This is an optimization exercise on Yosys and OpenROAD, whose aim is small area, a short achievable clock period and few clock cycles, not a production implementation.
Only simulation tests tie the RTL to the original design; equivalence was not proved.
No activity file was given, so power comes from the tool's default toggle rates.

Setup of west:
// AtomBones
 module AtomBones
(
    input   wire    clk_i,
    input   wire    rst_i,
    output  wire    [31:0]  imem_addr_o,     
    input   wire    [31:0]  imem_data_i,     
    output  wire            imem_valid_o,    
    input   wire            imem_ack_i,      
    output  wire    [31:0]  dmem_addr_o,     
    input   wire    [31:0]  dmem_data_i,     
    output  wire    [31:0]  dmem_data_o,     
    output  wire    [3:0]   dmem_sel_o,      
    output  wire            dmem_we_o,       
    output  wire            dmem_valid_o,    
    input   wire            dmem_ack_i       
);
    AtomRV atom_core
    (
        .clk_i          (clk_i),   
        .rst_i          (rst_i),   
        .imem_addr_o    (imem_addr_o),   
        .imem_data_i    (imem_data_i),   
        .imem_valid_o   (imem_valid_o),   
        .imem_ack_i     (imem_ack_i),   
        .dmem_addr_o    (dmem_addr_o),   
        .dmem_data_i    (dmem_data_i),   
        .dmem_data_o    (dmem_data_o),   
  ...
Settings: LEC_CHECK=0, CAP_MARGIN=30, CORE_MARGIN=2, CORE_UTILIZATION=45, SLEW_MARGIN=20, SYNTH_HIERARCHICAL=1, SYNTH_MINIMUM_KEEP_SIZE=0; clock period 135.0 ns.
standard.sh (not shown) runs the stock make flow with config.mk's settings and CLKGATE_MAP_FILE= SYNTH_SCRIPT=/design/flow/synth_recipe.tcl, a recipe that flattens the netlist after the stock synthesis.
==> flow/flow/run.sh <==
#!/bin/bash
# Layout flow: the standard flow (standard.sh) with repair_timing asked to
# work the paths to and from the ports down to a 28.6 ns period (setup
# margin 106.4 ns at the 135 ns clock), no gate cloning, faster port
# buffers, and a clock tree of smaller buffers without dummy loads.
# Tool output goes to standard.log here.
bash standard.sh SETUP_SLACK_MARGIN=106.4 SKIP_GATE_CLONING=1 \
  "BUFFER_PORTS_ARGS=-buffer_cell sky130_fd_sc_hd__buf_2" \
  "CTS_ARGS=-sink_clustering_enable -repair_clock_nets -dont_use_dummy_load -buf_list {sky130_fd_sc_hd__clkbuf_4 sky130_fd_sc_hd__clkbuf_8}" \
  finish > standard.log 2>&1
Testbench counts of west, summed over its fixed seeds: cycles 515,098.
Setup changes, west to east
-- flow/design.v --
<<< west, line 299
endmodule
`default_nettype none
module FetchPred
(
    input   wire [31:0]  fi_i,
    input   wire [31:2]  pc_i,
    input   wire [31:13] pc_hi_dec_i,
    output  wire         bwd_o,
    output  wire [31:2]  target_o
);
    assign bwd_o = (fi_i[6:2] == 5'b11000) & fi_i[31];
    wire [10:0] off = {fi_i[31], fi_i[7], fi_i[30:25], fi_i[11:9]};
    wire [11:0] lo  = {1'b0, pc_i[12:2]} + {1'b0, off};
    assign target_o = {lo[11] ? pc_i[31:13] : pc_hi_dec_i, lo[10:0]};
endmodule
module PcMux (input wire a, b, s, output wire y);
    assign y = s ? a : b;
endmodule
module AtomRV
(
>>> east, line 299
endmodule
`default_nettype none
module AtomRV
(
<<< west, line 547
    endgenerate
    wire fetched  = fetch_en & imem_ack_i;
    wire [31:13] pc_hi_dec;
    wire [19:0] phb;
>>> east, line 531
    endgenerate
    wire fetched  = fetch_en & imem_ack_i;
    wire [31:0] fi = imem_data_i;
    wire        f_bwd = (fi[6:2] == 5'b11000) & fi[31];
    wire [10:0] f_off = {fi[31], fi[7], fi[30:25], fi[11:9]};
    wire [11:0] f_lo  = {1'b0, pc_f[12:2]} + {1'b0, f_off};
    wire [31:13] pc_hi_dec;
    wire [19:0] phb;
<<< west, line 557
        end
    endgenerate
    wire        f_bwd;
    wire [31:2] f_target;
    FetchPred fpred
    (
        .fi_i       (imem_data_i),
        .pc_i       (pc_f),
        .pc_hi_dec_i(pc_hi_dec),
        .bwd_o      (f_bwd),
        .target_o   (f_target)
    );
    assign imem_addr_o  = {pc_f, 2'b00};
    assign imem_valid_o = fetch_en;
>>> east, line 545
        end
    endgenerate
    wire [31:2] f_target = {f_lo[11] ? pc_f[31:13] : pc_hi_dec, f_lo[10:0]};
    assign imem_addr_o  = {pc_f, 2'b00};
    assign imem_valid_o = fetch_en;
<<< west, line 572
        if (rst_i) begin
            fetch_en <= 1'b0;
            v_e      <= 1'b0;
        end else begin
            fetch_en <= 1'b1;
            if (redirect)
                v_e  <= 1'b0;
            else if (ex_free)
                v_e  <= fetched;
        end
    end
    wire [31:2] pc_base = rst_i ? 30'd0 :
                          redirect ? target :
                          (ex_free & fetched) ? pc_inc : pc_f;
    wire        take_pred = ~rst_i & ~redirect & ex_free & fetched & f_bwd;
    wire [31:2] pc_next;
    genvar gp;
    generate
        for (gp = 2; gp < 32; gp = gp + 1) begin : pcmux
            PcMux u (.a(f_target[gp]), .b(pc_base[gp]), .s(take_pred), .y(pc_next[gp]));
        end
    endgenerate
    always @(posedge clk_i)
        pc_f <= pc_next;
    always @(posedge clk_i) begin
        if (ex_free) begin
>>> east, line 551
        if (rst_i) begin
            fetch_en <= 1'b0;
            pc_f     <= 30'd0;
            v_e      <= 1'b0;
        end else begin
            fetch_en <= 1'b1;
            if (redirect) begin
                pc_f <= target;
                v_e  <= 1'b0;
            end else if (ex_free) begin
                v_e  <= fetched;
                if (fetched)
                    pc_f <= f_bwd ? f_target : pc_inc;
            end
        end
    end
    always @(posedge clk_i) begin
        if (ex_free) begin
==> comparison <==
- east: non-clock buffer count is 49 higher than what west reported.
- Number of antenna diodes, east vs west: down by more than a quarter
- east ended up with atom_core.pc_f[26] as its termination of the worst setup path; west ended up with dmem_data_o[11].
- Side by side, setup slack turned out lower in east than in west.
- Going from west to east, worst hold slack flat; first-pass GRT wire length moved up; part of the total power dissipated in the clock network increased by 1.1 points relative to the old numbers.
Testbench counts of east, summed over its fixed seeds: cycles 515,098.

---

Another version of the RTL of AtomBones (not shown whole).
Size in the first run: roughly 7600 cells after synthesis, ~170 I/O pins, ~87000 µm² of cells after synthesis.
clock: 135.0 ns
lec_check: 0
cap_margin: 30
core_margin: 2
core_utilization: 45
slew_margin: 20
synth_hierarchical: 1
synth_minimum_keep_size: 0
Scripts as last shown in full above: flow/flow/run.sh
Testbench counts at the start, summed over its fixed seeds: cycles 515,098.
Rerun with:
--- a/flow/design.v
+++ b/flow/design.v
@@ -209,27 +209,24 @@
         case (f3_i)
             3'b000:  result_o = sum_o;
             3'b001:  result_o = shift_o;
             3'b010:  result_o = {31'd0, lt_o};
             3'b011:  result_o = {31'd0, ltu_o};
             3'b100:  result_o = x_ab;
             3'b101:  result_o = shift_o;
             3'b110:  result_o = a_i | b_i;
             default: result_o = a_i & b_i;
         endcase
     end
 endmodule
-module MdBoothCell (input wire one, two, ng, a, am1, output wire y);
-    assign y = ((one & a) | (two & am1)) ^ ng;
-endmodule
 module MulDiv
 (
     input   wire            clk_i,
     input   wire            rst_i,
     input   wire    [31:0]  a_i,         
     input   wire    [31:0]  b_i,         
     input   wire    [2:0]   f3_i,        
     input   wire            go_i,        
     output  wire            done_o,      
     output  wire    [31:0]  res_o,
     input   wire    [31:0]  p_i,
     input   wire    [31:0]  q_i,
@@ -268,36 +265,32 @@
             default: g = 9'b000000010;       
         endcase
     end
     wire [32:0] A33 = {a_signed & a_i[31], a_i};
     wire [39:0] pp [0:3];
     wire [3:0]  pneg;
     genvar gj;
     generate
         for (gj = 0; gj < 4; gj = gj + 1) begin : booth
             wire b2 = g[2*gj+2];
             wire b1 = g[2*gj+1];
             wire b0 = g[2*gj];
-            wire bone = b1 ^ b0;
-            wire btwo = (b2 & ~b1 & ~b0) | (~b2 & b1 & b0);
-            wire bng = b2 & ~(b1 & b0);
-            wire [33:0] mx;
-            wire [34:0] ae = {A33[32], A33, 1'b0};
-            genvar gb;
-            for (gb = 0; gb < 34; gb = gb + 1) begin : sel
-                MdBoothCell u (.one(bone), .two(btwo), .ng(bng), .a(ae[gb+1]), .am1(ae[gb]), .y(mx[gb]));
-            end
+            wire one = b1 ^ b0;
+            wire two = (b2 & ~b1 & ~b0) | (~b2 & b1 & b0);
+            wire ng  = b2 & ~(b1 & b0);
+            wire [33:0] m  = one ? {A33[32], A33} : (two ? {A33, 1'b0} : 34'd0);
+            wire [33:0] mx = m ^ {34{ng}};
             wire [39:0] e  = {{6{mx[33]}}, mx};
             assign pp[gj]   = e << (2 * gj);
-            assign pneg[gj] = bng;
+            assign pneg[gj] = ng;
         end
     endgenerate
     wire [39:0] X = first  ? 40'd0 :
                     is_mul ? {8'd0, P[23:0], 8'd0} :
                              {{8{P[31]}}, P};
     wire [39:0] nb = {33'd0, pneg[3], 1'b0, pneg[2], 1'b0, pneg[1], 1'b0, pneg[0]};
     wire [39:0] s1, c1, s2, c2, s3, c3, s4, c4;
     assign s1 = X ^ pp[0] ^ pp[1];
     assign c1 = {((X & pp[0]) | (pp[1] & (X ^ pp[0]))), 1'b0} ;
     assign s2 = pp[2] ^ pp[3] ^ nb;
     assign c2 = {((pp[2] & pp[3]) | (nb & (pp[2] ^ pp[3]))), 1'b0};
     assign s3 = s1 ^ c1 ^ s2;
Result:
- final area barely changes
- maximum frequency hardly moves
- setup slack gets worse by 0.077 ns
- via count increases by 1.9%
- synthesized area increases by 0.48%
- sequential power hardly moves
- routed wire length climbs by 3.3%
- synthesized cell count goes up by 2.4%
- global-route usage grows by 0.95 points
- total power rose by 0.55%
- combinational power rose by about 4%
- utilization barely changes
Testbench counts after the change, summed over its fixed seeds: cycles 515,098.

## what the ideal ports hide
Ports are ideal in the flow. The routed layouts listed here were re-timed in OpenROAD.
Step 1 sets driving cells, clkbuf_16 on the clock port and buf_2 on the other inputs (assumed; they add their load-dependent delay and slew).
Step 2 adds t to the input delays and takes it off the output delays; t is the mean of the earliest and latest rising clock arrival at the registers after step 1. Input paths then give back, and output paths get back, about the clock's delay inside the block.
Slacks: no drivers / after step 1 / after step 2; pairs: no drivers / after step 1.
run | shift t [ns] | setup slack, ns | hold WS [ns] | worst setup path at the end
west | 1.030 | 106.219 / 106.133 / 105.492 | 0.444 / 0.444 / 0.444 | input to register
east | 1.099 | 105.935 / 105.991 / 104.893 | 0.444 / 0.444 / 0.444 | input to register
the first run of note 2 | 1.022 | 106.298 / 106.213 / 105.538 | 0.468 / 0.468 / 0.468 | input to register
the second run of note 2 | 1.013 | 106.221 / 106.141 / 105.458 | 0.450 / 0.450 / 0.450 | input to register
After both steps every run listed still meets setup and hold. For east, which loses most, drivers alone change the setup slack by +0.056 ns; drivers and shift together by -1.042 ns.
